Context: an optimization exercise on an open-source flow, tuned for small area and a short achievable clock period. The choices shown serve that exercise and are no tape-out recipe. In this exercise RTL edits were held to simulation tests only and were not proved equivalent to the original. No activity file was given, so power comes from the tool's default toggle rates.

$ cat flow/config.mk
export PLATFORM = sky130hd
export DESIGN_NAME = mac
export DESIGN_NICKNAME = mac
export VERILOG_FILES = /design/flow/design.v
export SDC_FILE = /design/flow/constraint.sdc
export NUM_CORES = 4
export LEC_CHECK = 0
export CAP_MARGIN = 20
export CORE_MARGIN = 2
export CORE_UTILIZATION = 60
export CTS_BUF_LIST = sky130_fd_sc_hd__clkbuf_8
export CTS_CLUSTER_SIZE = 30
export SETUP_SLACK_MARGIN = 3.3
export SLEW_MARGIN = 20
$ cat flow/constraint.sdc
create_clock -name core_clock -period 6.0 [get_ports {clk}]
set_input_delay 1.2000 -clock core_clock [delete_from_list [all_inputs] [get_ports {clk}]]
set_output_delay 1.2000 -clock core_clock [all_outputs]
set_load 0.01 [all_outputs]
$ cat flow/design.v
`default_nettype wire
`timescale 1 ns / 1 ps
parameter STEP    = 10;
parameter DWIDTH  = 16;
parameter LWIDTH  = 16;
parameter WAVSIZE = 16;
parameter CORE    = 4;
parameter CORELOG = 2;
parameter NETSIZE = 10;
module mac
  ( input                       clk
  , input                       xrst
  , input                       out_en
  , input                       accum_we
  , input                       reset
  , input  signed [DWIDTH-1:0]  x
  , input  signed [DWIDTH-1:0]  w
  , output signed [DWIDTH-1:0]  y
  );
  reg v0, v1, v2;
  always @(posedge clk) begin
    v0 <= xrst;
    v1 <= xrst & v0;
    v2 <= xrst & v1;
  end
  reg [15:0] xr;
  always @(posedge clk) xr <= x;
  reg [7:0] neg, one, two;
  integer i;
  wire [16:0] we = {w, 1'b0};
  always @(posedge clk)
    for (i = 0; i < 8; i = i + 1) begin
      neg[i] <= we[2*i+2];
      one[i] <= we[2*i+1] ^ we[2*i];
      two[i] <= (we[2*i+2] & ~we[2*i+1] & ~we[2*i]) | (~we[2*i+2] & we[2*i+1] & we[2*i]);
    end
  wire [17:0] xe = {xr[15], xr, 1'b0};
  wire neg0 = neg[0];
  wire [16:0] pp0 = ({17{one[0]}} & xe[17:1] | {17{two[0]}} & xe[16:0]) ^ {17{neg[0]}};
  wire npp0 = ~pp0[16];
  wire neg1 = neg[1];
  wire [16:0] pp1 = ({17{one[1]}} & xe[17:1] | {17{two[1]}} & xe[16:0]) ^ {17{neg[1]}};
  wire npp1 = ~pp1[16];
  wire neg2 = neg[2];
  wire [16:0] pp2 = ({17{one[2]}} & xe[17:1] | {17{two[2]}} & xe[16:0]) ^ {17{neg[2]}};
  wire npp2 = ~pp2[16];
  wire neg3 = neg[3];
  wire [16:0] pp3 = ({17{one[3]}} & xe[17:1] | {17{two[3]}} & xe[16:0]) ^ {17{neg[3]}};
  wire npp3 = ~pp3[16];
  wire neg4 = neg[4];
  wire [16:0] pp4 = ({17{one[4]}} & xe[17:1] | {17{two[4]}} & xe[16:0]) ^ {17{neg[4]}};
  wire npp4 = ~pp4[16];
  wire neg5 = neg[5];
  wire [16:0] pp5 = ({17{one[5]}} & xe[17:1] | {17{two[5]}} & xe[16:0]) ^ {17{neg[5]}};
  wire npp5 = ~pp5[16];
  wire neg6 = neg[6];
  wire [16:0] pp6 = ({17{one[6]}} & xe[17:1] | {17{two[6]}} & xe[16:0]) ^ {17{neg[6]}};
  wire npp6 = ~pp6[16];
  wire neg7 = neg[7];
  wire [16:0] pp7 = ({17{one[7]}} & xe[17:1] | {17{two[7]}} & xe[16:0]) ^ {17{neg[7]}};
  wire npp7 = ~pp7[16];
  wire s1;
  wire c2;
  wire s3;
  wire c4;
  wire s5;
  wire c6;
  wire s7;
  wire c8;
  wire s9;
  wire c10;
  wire s11;
  wire c12;
  wire s13;
  wire c14;
  wire s15;
  wire c16;
  wire s17;
  wire c18;
  wire s19;
  wire c20;
  wire s21;
  wire c22;
  wire s23;
  wire c24;
  wire s25;
  wire c26;
  wire s27;
  wire c28;
  wire s29;
  wire c30;
  wire s31;
  wire c32;
  wire s33;
  wire c34;
  wire s35;
  wire c36;
  wire s37;
  wire c38;
  wire s39;
  wire c40;
  wire s41;
  wire c42;
  wire s43;
  wire c44;
  wire s45;
  wire c46;
  wire s47;
  wire c48;
  wire s49;
  wire c50;
  wire s51;
  wire c52;
  wire s53;
  wire c54;
  wire s55;
  wire c56;
  wire s57;
  wire c58;
  wire s59;
  wire c60;
  wire s61;
  wire c62;
  wire s63;
  wire c64;
  wire s65;
  wire c66;
  wire s67;
  wire c68;
  wire s69;
  wire c70;
  wire s71;
  wire c72;
  wire s73;
  wire c74;
  wire s75;
  wire c76;
  wire s77;
  wire c78;
  wire s79;
  wire c80;
  wire s81;
  wire c82;
  wire s83;
  wire c84;
  wire s85;
  wire c86;
  wire s87;
  wire c88;
  wire s89;
  wire c90;
  wire s91;
  wire c92;
  wire s93;
  wire c94;
  wire s95;
  wire c96;
  wire s97;
  wire c98;
  wire s99;
  wire c100;
  wire s101;
  wire c102;
  wire s103;
  wire c104;
  wire s105;
  wire c106;
  wire s107;
  wire c108;
  wire s109;
  wire c110;
  wire s111;
  wire c112;
  wire s113;
  wire c114;
  wire s115;
  wire c116;
  wire s117;
  wire c118;
  wire s119;
  wire c120;
  wire s121;
  wire c122;
  wire s123;
  wire c124;
  wire s125;
  wire c126;
  wire s127;
  wire c128;
  wire s129;
  wire c130;
  wire s131;
  wire c132;
  wire s133;
  wire c134;
  wire s135;
  wire c136;
  wire s137;
  wire c138;
  wire s139;
  wire c140;
  wire s141;
  wire c142;
  wire s143;
  wire c144;
  wire s145;
  wire c146;
  wire s147;
  wire c148;
  wire s149;
  wire c150;
  wire s151;
  wire c152;
  wire s153;
  wire c154;
  wire s155;
  wire c156;
  wire s157;
  wire c158;
  wire s159;
  wire c160;
  wire s161;
  wire c162;
  wire s163;
  wire c164;
  wire s165;
  wire c166;
  wire s167;
  wire c168;
  wire s169;
  wire c170;
  wire s171;
  wire c172;
  wire s173;
  wire c174;
  wire s175;
  wire c176;
  wire s177;
  wire c178;
  wire s179;
  wire c180;
  wire s181;
  wire c182;
  wire s183;
  wire c184;
  wire s185;
  wire c186;
  wire s187;
  wire c188;
  wire s189;
  wire c190;
  wire s191;
  wire c192;
  wire s193;
  wire c194;
  wire s195;
  wire c196;
  assign {c2, s1} = pp0[6] + pp1[4];
  assign {c4, s3} = pp0[7] + pp1[5];
  assign {c6, s5} = pp0[4] + pp1[2];
  assign {c8, s7} = pp0[5] + pp1[3];
  assign {c10, s9} = pp2[2] + pp3[0] + neg3;
  assign {c12, s11} = pp2[3] + pp3[1] + s3;
  assign {c14, s13} = pp0[2] + pp1[0];
  assign {c16, s15} = pp0[3] + pp1[1];
  assign {c18, s17} = pp2[0] + neg2 + s5;
  assign {c20, s19} = pp2[1] + s7 + c6;
  assign {c22, s21} = s1 + s9 + c8;
  assign {c24, s23} = c2 + s11 + c10;
  wire [7:0] lo_a = {s23, s21, s19, s17, s15, neg1, pp0[1], pp0[0]};
  wire [7:0] lo_b = {c22, c20, c18, c16, c14, s13, 1'b0, neg0};
  wire [8:0] lo_sum = lo_a + lo_b;
  wire lo_zero = &(~((lo_a ^ lo_b) ^ {lo_a[6:0] | lo_b[6:0], 1'b0}));
  assign {c26, s25} = pp0[8] + pp1[6] + pp2[4];
  assign {c28, s27} = pp3[2] + pp4[0];
  assign {c30, s29} = pp0[9] + pp1[7];
  assign {c32, s31} = pp0[10] + pp1[8] + pp2[6];
  assign {c34, s33} = pp0[11] + pp1[9];
  assign {c36, s35} = pp0[12] + pp1[10] + pp2[8];
  assign {c38, s37} = pp3[6] + pp4[4];
  assign {c40, s39} = pp0[13] + pp1[11] + pp2[9];
  assign {c42, s41} = pp3[7] + pp4[5];
  assign {c44, s43} = pp0[14] + pp1[12] + pp2[10];
  assign {c46, s45} = pp3[8] + pp4[6] + pp5[4];
  assign {c48, s47} = pp6[2] + pp7[0];
  assign {c50, s49} = pp0[15] + pp1[13] + pp2[11];
  assign {c52, s51} = pp3[9] + pp4[7] + pp5[5];
  assign {c54, s53} = pp6[3] + pp7[1];
  assign {c56, s55} = npp0 + pp1[14] + pp2[12];
  assign {c58, s57} = pp3[10] + pp4[8] + pp5[6];
  assign {c60, s59} = pp6[4] + pp7[2] + 1'b1;
  assign {c62, s61} = pp1[15] + pp2[13] + pp3[11];
  assign {c64, s63} = pp4[9] + pp5[7] + pp6[5];
  assign {c66, s65} = pp7[3] + 1'b1;
  assign {c68, s67} = npp1 + pp2[14] + pp3[12];
  assign {c70, s69} = pp4[10] + pp5[8] + pp6[6];
  assign {c72, s71} = pp2[15] + pp3[13] + pp4[11];
  assign {c74, s73} = pp5[9] + pp6[7];
  assign {c76, s75} = npp2 + pp3[14] + pp4[12];
  assign {c78, s77} = pp3[15] + pp4[13];
  assign {c80, s79} = neg4 + c4 + c12;
  assign {c82, s81} = pp2[5] + pp3[3] + pp4[1];
  assign {c84, s83} = s29 + c26;
  assign {c86, s85} = pp3[4] + pp4[2] + pp5[0];
  assign {c88, s87} = neg5 + s31 + c30;
  assign {c90, s89} = pp2[7] + pp3[5] + pp4[3];
  assign {c92, s91} = pp5[1] + s33 + c32;
  assign {c94, s93} = pp5[2] + pp6[0] + neg6;
  assign {c96, s95} = s35 + s37 + c34;
  assign {c98, s97} = pp5[3] + pp6[1] + s39;
  assign {c100, s99} = s41 + c36 + c38;
  assign {c102, s101} = neg7 + s43 + s45;
  assign {c104, s103} = s47 + c40 + c42;
  assign {c106, s105} = s49 + s51 + s53;
  assign {c108, s107} = c44 + c46 + c48;
  assign {c110, s109} = s55 + s57 + s59;
  assign {c112, s111} = c50 + c52 + c54;
  assign {c114, s113} = s61 + s63 + s65;
  assign {c116, s115} = c56 + c58 + c60;
  assign {c118, s117} = pp7[4] + s67 + s69;
  assign {c120, s119} = c62 + c64 + c66;
  assign {c122, s121} = pp7[5] + 1'b1 + s71;
  assign {c124, s123} = s73 + c68 + c70;
  assign {c126, s125} = pp5[10] + pp6[8] + pp7[6];
  assign {c128, s127} = s75 + c72 + c74;
  assign {c130, s129} = pp5[11] + pp6[9] + pp7[7];
  assign {c132, s131} = 1'b1 + s77 + c76;
  assign {c134, s133} = npp3 + pp4[14] + pp5[12];
  assign {c136, s135} = pp6[10] + pp7[8] + c78;
  assign {c138, s137} = c24 + s25;
  assign {c140, s139} = c28 + s81 + s83;
  assign {c142, s141} = s85 + s87 + c82;
  assign {c144, s143} = s89 + s91 + c86;
  assign {c146, s145} = s93 + s95 + c90;
  assign {c148, s147} = s97 + s99 + c94;
  assign {c150, s149} = s101 + s103 + c98;
  assign {c152, s151} = s105 + s107 + c102;
  assign {c154, s153} = s109 + s111 + c106;
  assign {c156, s155} = s113 + s115 + c110;
  assign {c158, s157} = s117 + s119 + c114;
  assign {c160, s159} = s121 + s123 + c118;
  assign {c162, s161} = s125 + s127 + c122;
  assign {c164, s163} = s129 + s131 + c126;
  assign {c166, s165} = s133 + s135 + c130;
  reg lo_c, lo_z;
  reg t8_0;
  reg t8_1;
  reg t8_2;
  reg t9_0;
  reg t9_1;
  reg t9_2;
  reg t10_0;
  reg t10_1;
  reg t10_2;
  reg t11_0;
  reg t11_1;
  reg t11_2;
  reg t12_0;
  reg t12_1;
  reg t12_2;
  reg t13_0;
  reg t13_1;
  reg t13_2;
  reg t14_0;
  reg t14_1;
  reg t14_2;
  reg t15_0;
  reg t15_1;
  reg t15_2;
  reg t16_0;
  reg t16_1;
  reg t16_2;
  reg t17_0;
  reg t17_1;
  reg t17_2;
  reg t18_0;
  reg t18_1;
  reg t18_2;
  reg t19_0;
  reg t19_1;
  reg t19_2;
  reg t20_0;
  reg t20_1;
  reg t20_2;
  reg t21_0;
  reg t21_1;
  reg t21_2;
  reg t22_0;
  reg t22_1;
  reg t22_2;
  always @(posedge clk) begin
    lo_c <= lo_sum[8];
    lo_z <= lo_zero;
    t8_0 <= s27;
    t8_1 <= s79;
    t8_2 <= s137;
    t9_0 <= c80;
    t9_1 <= s139;
    t9_2 <= c138;
    t10_0 <= c84;
    t10_1 <= s141;
    t10_2 <= c140;
    t11_0 <= c88;
    t11_1 <= s143;
    t11_2 <= c142;
    t12_0 <= c92;
    t12_1 <= s145;
    t12_2 <= c144;
    t13_0 <= c96;
    t13_1 <= s147;
    t13_2 <= c146;
    t14_0 <= c100;
    t14_1 <= s149;
    t14_2 <= c148;
    t15_0 <= c104;
    t15_1 <= s151;
    t15_2 <= c150;
    t16_0 <= c108;
    t16_1 <= s153;
    t16_2 <= c152;
    t17_0 <= c112;
    t17_1 <= s155;
    t17_2 <= c154;
    t18_0 <= c116;
    t18_1 <= s157;
    t18_2 <= c156;
    t19_0 <= c120;
    t19_1 <= s159;
    t19_2 <= c158;
    t20_0 <= c124;
    t20_1 <= s161;
    t20_2 <= c160;
    t21_0 <= c128;
    t21_1 <= s163;
    t21_2 <= c162;
    t22_0 <= c132;
    t22_1 <= s165;
    t22_2 <= c164;
  end
  assign {c168, s167} = t8_0 + t8_1;
  assign {c170, s169} = t9_0 + t9_1 + t9_2;
  assign {c172, s171} = t10_0 + t10_1 + t10_2;
  assign {c174, s173} = t11_0 + t11_1 + t11_2;
  assign {c176, s175} = t12_0 + t12_1 + t12_2;
  assign {c178, s177} = t13_0 + t13_1 + t13_2;
  assign {c180, s179} = t14_0 + t14_1 + t14_2;
  assign {c182, s181} = t15_0 + t15_1 + t15_2;
  assign {c184, s183} = t16_0 + t16_1 + t16_2;
  assign {c186, s185} = t17_0 + t17_1 + t17_2;
  assign {c188, s187} = t18_0 + t18_1 + t18_2;
  assign {c190, s189} = t19_0 + t19_1 + t19_2;
  assign {c192, s191} = t20_0 + t20_1 + t20_2;
  assign {c194, s193} = t21_0 + t21_1 + t21_2;
  assign {c196, s195} = t22_0 + t22_1 + t22_2;
  wire [14:0] ha = {s195, s193, s191, s189, s187, s185, s183, s181, s179, s177, s175, s173, s171, s169, t8_2};
  wire [14:0] hb = {c194, c192, c190, c188, c186, c184, c182, c180, c178, c176, c174, c172, c170, c168, s167};
  wire [15:0] phs = {ha, 1'b1} + {hb, lo_c};
  wire [14:0] ph = phs[15:1];
  wire dec = ph[14] & lo_z;
  reg [14:0] phr;
  reg decr;
  always @(posedge clk) begin
    phr <= ph;
    decr <= dec;
  end
  wire [15:0] q16 = {phr[14], phr};
  wire [15:0] ts = ~(acc ^ q16);
  wire [15:0] tc = {acc[14:0] | q16[14:0], ~decr};
  wire [15:0] sum = ts + tc;
  reg [15:0] acc, yr;
  always @(posedge clk)
    if (!xrst | reset)
      acc <= 0;
    else if (accum_we & v2)
      acc <= sum;
  always @(posedge clk)
    if (!xrst)
      yr <= 0;
    else if (out_en)
      yr <= acc;
  assign y = yr;
endmodule
$ cat flow/run.sh
#!/bin/bash
# synth_recipe.tcl (not shown) runs the flow's synth.tcl, then flattens the netlist and writes it again
# the make line also repeats each setting of config.mk as NAME=value (left out here)
make -C /OpenROAD-flow-scripts/flow DESIGN_CONFIG=/design/flow/config.mk WORK_HOME=/design/flow/orfs CLKGATE_MAP_FILE= SYNTH_SCRIPT=/design/flow/synth_recipe.tcl finish
==> metrics.md, run 1 <==
| Metric | Value |
|---|---|
| Status | `timing/DRC/antenna clean` |
| Die width | `around 130 um` |
| Worst r2r dst | `lo_z$_DFF_P_` |
| Delay-heaviest family, CP | `adder cells` |
| Share of the synthesized area in the top cell type | `0.283` |
| Antenna Nets Post-Route | `0` |
| Dominant cell type by area after synthesis | `dfxtp_1` |
| # DRC | `0` |
| Worst slew pin tran | `about 0.93 ns` |
| CTS Sinks | `around 140` |
| Initial antenna violation count | `0` |
| DP Wirelength | `14.9 mm` |
| Syn. warnings | `1` |
| Antenna Cells | `0` |
| Seq pwr share | `0.235` |
| Vias post-DR | `about 7000` |
| Mapped Cells | `1019` |
| Deepest clock path buffer count | `2` |
| Max rail drop VDD | `approximately 230 uV` |
| Core region area | `0.0159 sq mm` |
| WP depth | `11` |
| Clock transition at path regs | `about 0.08 ns` |
| Post-synthesis sequential area ratio | `0.283` |
| Reg area | `between 0.002 and 0.003 sq mm` |
| First-pass DRT Iterations | `6` |
| Global-route wire length before repair | `33.8 mm` |
| Worst reg2reg setup slack | `3.24 ns` |
| Internal power | `~3300 uW` |
| Synthesized flop and latch total | `roughly 140` |
| Vias in the first global route | `~7000` |
| Combinational power share | `0.620` |
| Distinct cell type count of the synthesized netlist | `roughly 60` |
| Top cells by area, synth | `dfxtp_1 28%, fa_1 15%, ha_1 10%` |
| DIE AREA | `0.0173 sq mm` |
| Post-DR wirelength/cell | `16.2 um` |
| Number of nets in the layout | `around 1200` |
| Worst path buffer plus inverter count | `3` |
| Hold Crit Class | `flip-flop to flip-flop` |
| Vias per cell | `5.56` |
| CTS Root Cell | `clkbuf_8` |
| Max stage delay on crit path | `roughly 0.5 ns` |
| CTS buffer count | `17` |
| CP Cell Sequence | `buf_6, a22oi_1, xnor2_1, ha_1, inv_1, fa_1, inv_1, ha_1, xor2_1, nand4_1, a2111oi_4` |
| Power share of the clock group | `0.145` |
| Number of placement rows | `between 40 and 50` |
| Worst reg2reg path depth | `11` |
| RR Startpoint | `one[0]$_DFF_P_` |
| Sw power | `approximately 2500 uW` |
| Layout Skew | `between 0.01 and 0.015 ns` |
| IO buf count | `52` |
| Most numerous cell in the Yosys netlist | `inv_1` |
| FILL cells | `roughly 1300` |
| Worst setup path startpoint | `one[0]$_DFF_P_` |
| Post-synth EDFFs | `0` |
| GRT Total Usage | `0.243` |
| Max-slew violation count | `0` |
| Slowest-stage cell, CP | `fa_1` |
| Hold_ws | `approximately 0.44 ns` |
| Hold_buf cts | `0` |
| Crit Path Class | `flip-flop to flip-flop` |
| CTS H-tree lvls | `4` |
| Final worst path period share | `0.460` |
| Area Overhead vs Synth | `14.4%` |
| CTS tree | `done` |
| Layout cells sized above 1 | `0.125` |
| Top_reg_cell synth | `dfxtp_1` |
| Final setup TNS | `0 ns` |
| CP endpoint kind | `flip-flop` |
| Post-Route WL | `about 20 mm` |
| Synth async-reset ratio | `0` |
| Ports | `between 50 and 60` |
| Die outline height | `around 130 um` |
| Setup violations, final | `0` |
| P_leak | `around 0.0046 uW` |
| Largest net degree at the start of global routing | `22` |
| Max Clk Rate | `approximately 0.36 GHz` |
| Clock latency on the worst-skew pair | `approximately 0.45 ns` |
| Starting DRT DRC Count | `~440` |
| Startpoint types | `flip-flop` |
| Synthesized Nets | `roughly 1200` |
| CP arrival | `3.11 ns` |
| Multi-input gate area | `approximately 0.0064 sq mm` |
| Top fanout value on the critical path | `16` |
| Average cell area after synthesis | `9.57 sq um` |
| CP required | `between 6 and 7 ns` |
| Initial core utilization | `0.614` |
| Switching Share | `0.428` |
| Mapped cell area | `slightly below 0.01 sq mm` |
| Total grt overflow | `0` |
| RSZ-0062 raised after global routing | `yes` |
| Setup crit end | `lo_z$_DFF_P_` |
| RD Place Congestion | `around 0.85` |
| Crit path time final | `between 2 and 3 ns` |
| Worst slew margin | `0.380` |
| Max Cap Viol | `0` |
| PD cells | `520 mW/mm^2` |
| Most frequent cells after synthesis | `143 x inv_1, 138 x dfxtp_1, 107 x xnor2_1` |
| Final hold vios | `0` |
## cell families after synthesis
kind of cell,synth area share
AOI/OAI and AO/OA,0.156
xor gates and xnor gates,0.137
adders and majority gates,0.246
buffers and inverters,0.0826
DFF,0.283
muxes,0.0228
and+or+nand+nor,0.0726
## worst reg2reg max path, stage by stage, from the launching register on
cell,delay (ns)
dfxtp_4,0.36
buf_6,0.15
a22oi_1,0.22
xnor2_1,0.09
ha_1,0.28
inv_1,0.04
fa_1,0.50
inv_1,0.05
ha_1,0.30
xor2_1,0.16
nand4_1,0.16
a2111oi_4,0.34
## area by class of cell
cell class / count / area share
clock buffer: 18 / 0.0222
multi-input combinational: 667 / 0.573
sequential: 138 / 0.256
tap: 216 / 0.0242
clock inverter: 14 / 0.0172
inverter: 147 / 0.0498
timing repair buffer: 66 / 0.0576
## stage by stage
step,instance area [sq um],power [uW],setup WS [ns],std cells,utilization
floorplan,9840,4020,3.14,1019,-
global placement,10300,4650,2.71,1220,0.649
detailed placement,10300,4720,2.60,1220,0.649
CTS,11000,5710,3.15,1264,0.692
global route,11200,6370,3.11,1266,0.702
finish,11200,5800,3.24,1266,0.702
## routing by layer
metal / vias to the layer above / share of wire / track usage
li1: 3440 / - / -
met1: 3337 / 0.42 / 0.294
met2: 220 / 0.50 / 0.422
met3: 37 / 0.048 / 0.0440
met4: 0 / 0.034 / 0.109
met5: - / 0 / 0
## power groups by stage
stage	combinational [uW]	clock (uW)	sequential, uW
2_1_floorplan	2720	0	1300
3_3_place_gp	3270	0	1380
3_5_place_dp	3330	0	1390
4_1_cts	3490	860	1360
5_1_grt	4080	902	1390
6_report	3600	844	1360
## repair_timing
action                     in CTS  in global routing
resized for setup              56                 47
setup buffers                  12                  2
pin swaps                      11                 18
setup endpoints to repair      34                 28
## how the worst min path moves through the flow
stage | startpoint | endpoint | cells after the start
6_report | v1$_DFF_P_ | v2$_DFF_P_ | 1
5_1_grt | v0$_DFF_P_ | v1$_DFF_P_ | 1
4_1_cts | v0$_DFF_P_ | v1$_DFF_P_ | 1
3_5_place_dp | v0$_DFF_P_ | v1$_DFF_P_ | 1
3_3_place_gp | v1$_DFF_P_ | v2$_DFF_P_ | 1
2_1_floorplan | v0$_DFF_P_ | v1$_DFF_P_ | 1
## state kept, by name (all words and copies together) (netlist names), 8 cells and up
| name | count |
|---|---|
| one | 8 |
| phr | 15 |
| yr | 16 |
| two | 8 |
| xr | 16 |
| neg | 8 |
| acc | 16 |
## layout by cell type, fill, tap and decap left out, types with 24 or more instances in the layout
cell type,n
a22oi_1,91
dfxtp_1,101
xnor2_1,105
o21ai_0,24
fa_1,70
inv_1,141
clkdlybuf4s50_1,51
ha_1,73
a21oi_1,25
xor2_1,45
nand2_1,32
==> inputs of run 2 (changes only) <==
--- a/flow/config.mk
+++ b/flow/config.mk
@@ -8,7 +8,5 @@
 export CAP_MARGIN = 20
 export CORE_MARGIN = 2
-export CORE_UTILIZATION = 60
-export CTS_BUF_LIST = sky130_fd_sc_hd__clkbuf_8
-export CTS_CLUSTER_SIZE = 30
+export CORE_UTILIZATION = 40
 export SETUP_SLACK_MARGIN = 3.3
 export SLEW_MARGIN = 20
==> metrics.md, run 2 <==
| Metric | Value |
|---|---|
| Status | `timing/DRC/antenna clean (unchanged)` |
| Largest net degree at the start of global routing | `22 (unchanged)` |
| Max Cap Viol | `0 (unchanged)` |
| Synth async-reset ratio | `0 (unchanged)` |
| Initial core utilization | `0.405 (was 0.614)` |
| Share of the synthesized area in the top cell type | `0.283 (unchanged)` |
| PD cells | `531 mW/mm^2 (was 520 mW/mm^2)` |
| Most frequent cells after synthesis | `143 x inv_1, 138 x dfxtp_1, 107 x xnor2_1 (unchanged)` |
| Synth Area in XOR/XNOR | `0.137 (unchanged)` |
| Max Clk Rate | `0.351 GHz (was 0.363 GHz)` |
| Mapped cell area | `0.00976 sq mm (unchanged)` |
| Die outline height | `160 um (was 132 um)` |
| Crit Path Class | `flip-flop to flip-flop (unchanged)` |
| Vias per cell | `5.10 (was 5.56)` |
| Reg area | `0.00285 sq mm (was 0.00286 sq mm)` |
| Vias post-DR | `7084 (was 7034)` |
| # DRC | `0 (unchanged)` |
| Most frequent cells in the layout | `141 x inv_1, 105 x xnor2_1, 104 x dfxtp_1, 94 x a22oi_1, 73 x ha_1 (was 141 x inv_1, 105 x xnor2_1, 101 x dfxtp_1, 91 x a22oi_1, 73 x ha_1)` |
| Top_reg_cell synth | `dfxtp_1 (unchanged)` |
| Dominant cell type by area after synthesis | `dfxtp_1 (unchanged)` |
| Post-Synth Simple-Gate Area | `0.0726 (unchanged)` |
| Distinct cell type count of the synthesized netlist | `59 (unchanged)` |
| RSZ-0062 raised after global routing | `yes (unchanged)` |
| Syn. warnings | `1 (unchanged)` |
| RD Place Congestion | `0.854 (was 0.853)` |
| Clock latency on the worst-skew pair | `0.42 ns (was 0.45 ns)` |
| CTS Root Cell | `clkbuf_16 (was clkbuf_8)` |
| Largest family of logic cells by synthesized area | `adder cells (unchanged)` |
| Setup violations, final | `0 (unchanged)` |
| Multiplexer share of the synthesized area | `0.0228 (unchanged)` |
| Hold_buf cts | `0 (unchanged)` |
| Worst slew margin | `0.396 (was 0.380)` |
| Top cells by area, synth | `dfxtp_1 28%, fa_1 15%, ha_1 10% (unchanged)` |
| Initial antenna violation count | `0 (unchanged)` |
| Area Overhead vs Synth | `18.1% (was 14.4%)` |
| Starting DRT DRC Count | `476 (was 436)` |
| DIE AREA | `0.0257 sq mm (was 0.0173 sq mm)` |
| Post-Route WL | `20.5 mm (about the same)` |
| Deepest clock path buffer count | `2 (unchanged)` |
| Top fanout value on the critical path | `4 (was 16)` |
| Final worst path period share | `0.475 (was 0.460)` |
| Worst slew pin tran | `0.904 ns (was 0.926 ns)` |
| Post-layout util | `0.478 (was 0.702)` |
| Vias in the first global route | `7136 (was 6989)` |
| Post-synthesis sequential area ratio | `0.283 (unchanged)` |
| WL met1 | `9.14 mm (was 8.57 mm)` |
| Antenna Cells | `0 (unchanged)` |
| Met3 Routed Length | `932 um (was 990 um)` |
| Final setup TNS | `0 ns (unchanged)` |
| Core region area | `0.0241 sq mm (was 0.0159 sq mm)` |
| Clock transition at path regs | `0.07 ns (was 0.08 ns)` |
| Crit path time final | `2.85 ns (was 2.76 ns)` |
| Highest routed layer | `met4 (unchanged)` |
| Compound-Gate Fraction of Synth Area | `0.156 (unchanged)` |
| Post-synthesis adder-cell area fraction | `0.246 (unchanged)` |
| Number of placement rows | `57 (was 46)` |
| Total grt overflow | `0 (unchanged)` |
| IO buf count | `52 (unchanged)` |
| Max rail drop VDD | `262 uV (was 228 uV)` |
| Hold_ws | `0.440 ns (was 0.445 ns)` |
| CTS Sinks | `138 (unchanged)` |
| Multi-input gate area | `0.00637 sq mm (was 0.00639 sq mm)` |
| Layout cells sized above 1 | `0.131 (was 0.125)` |
| GRT Total Usage | `0.167 (was 0.243)` |
| Synthesized flop and latch total | `138 (unchanged)` |
| Average cell area after synthesis | `9.57 sq um (unchanged)` |
| Ports | `53 (unchanged)` |
| P_leak | `0.00480 uW (was 0.00464 uW)` |
| DP Wirelength | `15.1 mm (was 14.9 mm)` |
| Global-route wire length before repair | `35.2 mm (was 33.8 mm)` |
| CTS tree | `done (unchanged)` |
| Die width | `160 um (was 132 um)` |
| Synthesized Nets | `1205 (unchanged)` |
| Layout Skew | `0.0154 ns (was 0.0116 ns)` |
| CP endpoint kind | `flip-flop (unchanged)` |
| Metal2 WL | `9.90 mm (was 10.2 mm)` |
| Post-synth EDFFs | `0 (unchanged)` |
| Startpoint types | `flip-flop (unchanged)` |
| Biggest regs | `acc: 16 flops, xr: 16 flops, yr: 16 flops (unchanged)` |
| First-pass DRT Iterations | `6 (unchanged)` |
| Commonest non-fill, non-tap cell in the layout | `inv_1 (unchanged)` |
| Post-DR wirelength/cell | `14.7 um (was 16.2 um)` |
| Hold Crit Class | `flip-flop to flip-flop (unchanged)` |
| FILL cells | `2325 (was 1299)` |
| Most numerous cell in the Yosys netlist | `inv_1 (unchanged)` |
| CTS H-tree lvls | `4 (unchanged)` |
| Final hold vios | `0 (unchanged)` |
| Max-slew violation count | `0 (unchanged)` |
| CP required | `6.30 ns (was 6.35 ns)` |
| CTS buffer count | `17 (unchanged)` |
| Number of nets in the layout | `1239 (was 1223)` |
| Antenna Nets Post-Route | `0 (unchanged)` |
| CP arrival | `3.15 ns (was 3.11 ns)` |
| Mapped Cells | `1019 (unchanged)` |
run 2: cell count changes in the layout (fill, tap and decap cells not counted), sizes merged:
cell / delta
buf: +16
bufinv: -2
clkinvlp: -4
inv: +6
run 2: cell type report:
| cell class | count | area share |
|---|---|---|
| Inverter | 147 | 0.0479 |
| Timing Repair Buffer | 82 | 0.0649 |
| Sequential cell | 138 | 0.247 |
| Clock buffer | 18 | 0.0381 |
| Tap cell | 324 | 0.0352 |
| Clock inverter | 14 | 0.0149 |
| Multi-Input combinational cell | 667 | 0.552 |
run 2: kinds of logic (layout without fill, tap and decap cells):
group / after synthesis / count (layout)
buffers and inverters: 214 / 261
xor gates and xnor gates: 153 / 153
adders and majority gates: 149 / 149
AOI/OAI and AO/OA: 214 / 214
DFF: 138 / 138
and+or+nand+nor: 129 / 129
muxes: 22 / 22
run 2: routing by layer:
layer / vias to the layer above / GRT usage
met3: 34 / 0.0257
met4: 0 / 0.0635
li1: 3484 / -
met1: 3366 / 0.214
met2: 200 / 0.286
met5: - / 0
run 2: path summary, 6_finish.rpt:
path / from / end / slack (ns) / depth (start not counted)
worst max-delay path: one[0]$_DFF_P_ / lo_c$_DFF_P_ / 3.15 / 11
worst min-delay path: v0$_DFF_P_ / v1$_DFF_P_ / 0.44 / 1
worst max register to register: one[0]$_DFF_P_ / lo_c$_DFF_P_ / 3.15 / 11
worst min register to register: v0$_DFF_P_ / v1$_DFF_P_ / 0.44 / 1
run 2: worst max-delay path, stage by stage, from the launching register on:
cell	delay [ns]
dfxtp_4	0.36
a22oi_2	0.20
xnor2_1	0.09
ha_1	0.30
inv_1	0.06
fa_1	0.50
inv_1	0.05
fa_1	0.49
ha_4	0.18
a211o_1	0.25
a211oi_2	0.16
nor3_1	0.09
run 2: report_power, final:
part / internal, uW / total [uW] / leakage (uW) / switching [uW]
clock network: 643 / 1100 / 0.000304 / 455
logic: 1710 / 3670 / 0.00334 / 1970
registers: 1190 / 1350 / 0.00116 / 157
total: 3540 / 6120 / 0.00480 / 2580
run 2: what timing repair did:
action,4_1_cts,5_1_grt
buffers inserted,19,9
endpoints found under the setup margin,36,25
cloned,0,0
pin swaps,4,14
resized for setup,50,37
run 2: metrics by stage:
step           setup WS, ns  std cells  cell area [sq um]  power (uW)
2_1_floorplan          3.14       1019               9840        4020
3_3_place_gp           2.74       1330              10500        4720
3_5_place_dp           2.68       1330              10500        4750
4_1_cts                3.20       1381              11300        5970
5_1_grt                3.01       1390              11500        6760
6_report               3.15       1390              11500        6120

## port drivers added, routing unchanged
The results above use ideal ports. As a check the final layouts listed here were re-extracted and re-timed, cells and wires unchanged.
Step 1: set_driving_cell puts a clkbuf_16 on clk and a buf_2 on each other input, an assumption about the parent block.
Step 2 also shifts input and output timing later by t, the mid clock arrival at the registers, as if the neighbouring blocks saw the same clock.
Slacks: ideal ports / drivers / drivers and shift; pairs: ideal ports / drivers.
| run | shift t [ns] | slack for setup (ns) | hold slack, ns | worst setup path after step 2 | clock arrival spread, ns |
|---|---|---|---|---|---|
| run 1 | 0.487 | 3.242 / 3.242 / 3.056 | 0.445 / 0.445 / 0.445 | input to register | 0.012 / 0.012 |
| run 2 | 0.453 | 3.152 / 3.152 / 3.112 | 0.440 / 0.440 / 0.440 | input to register | 0.015 / 0.016 |
After both steps every run listed still meets setup and hold. For run 1, which loses most, drivers alone change the setup slack by 0.000 ns; drivers and shift together by -0.186 ns.
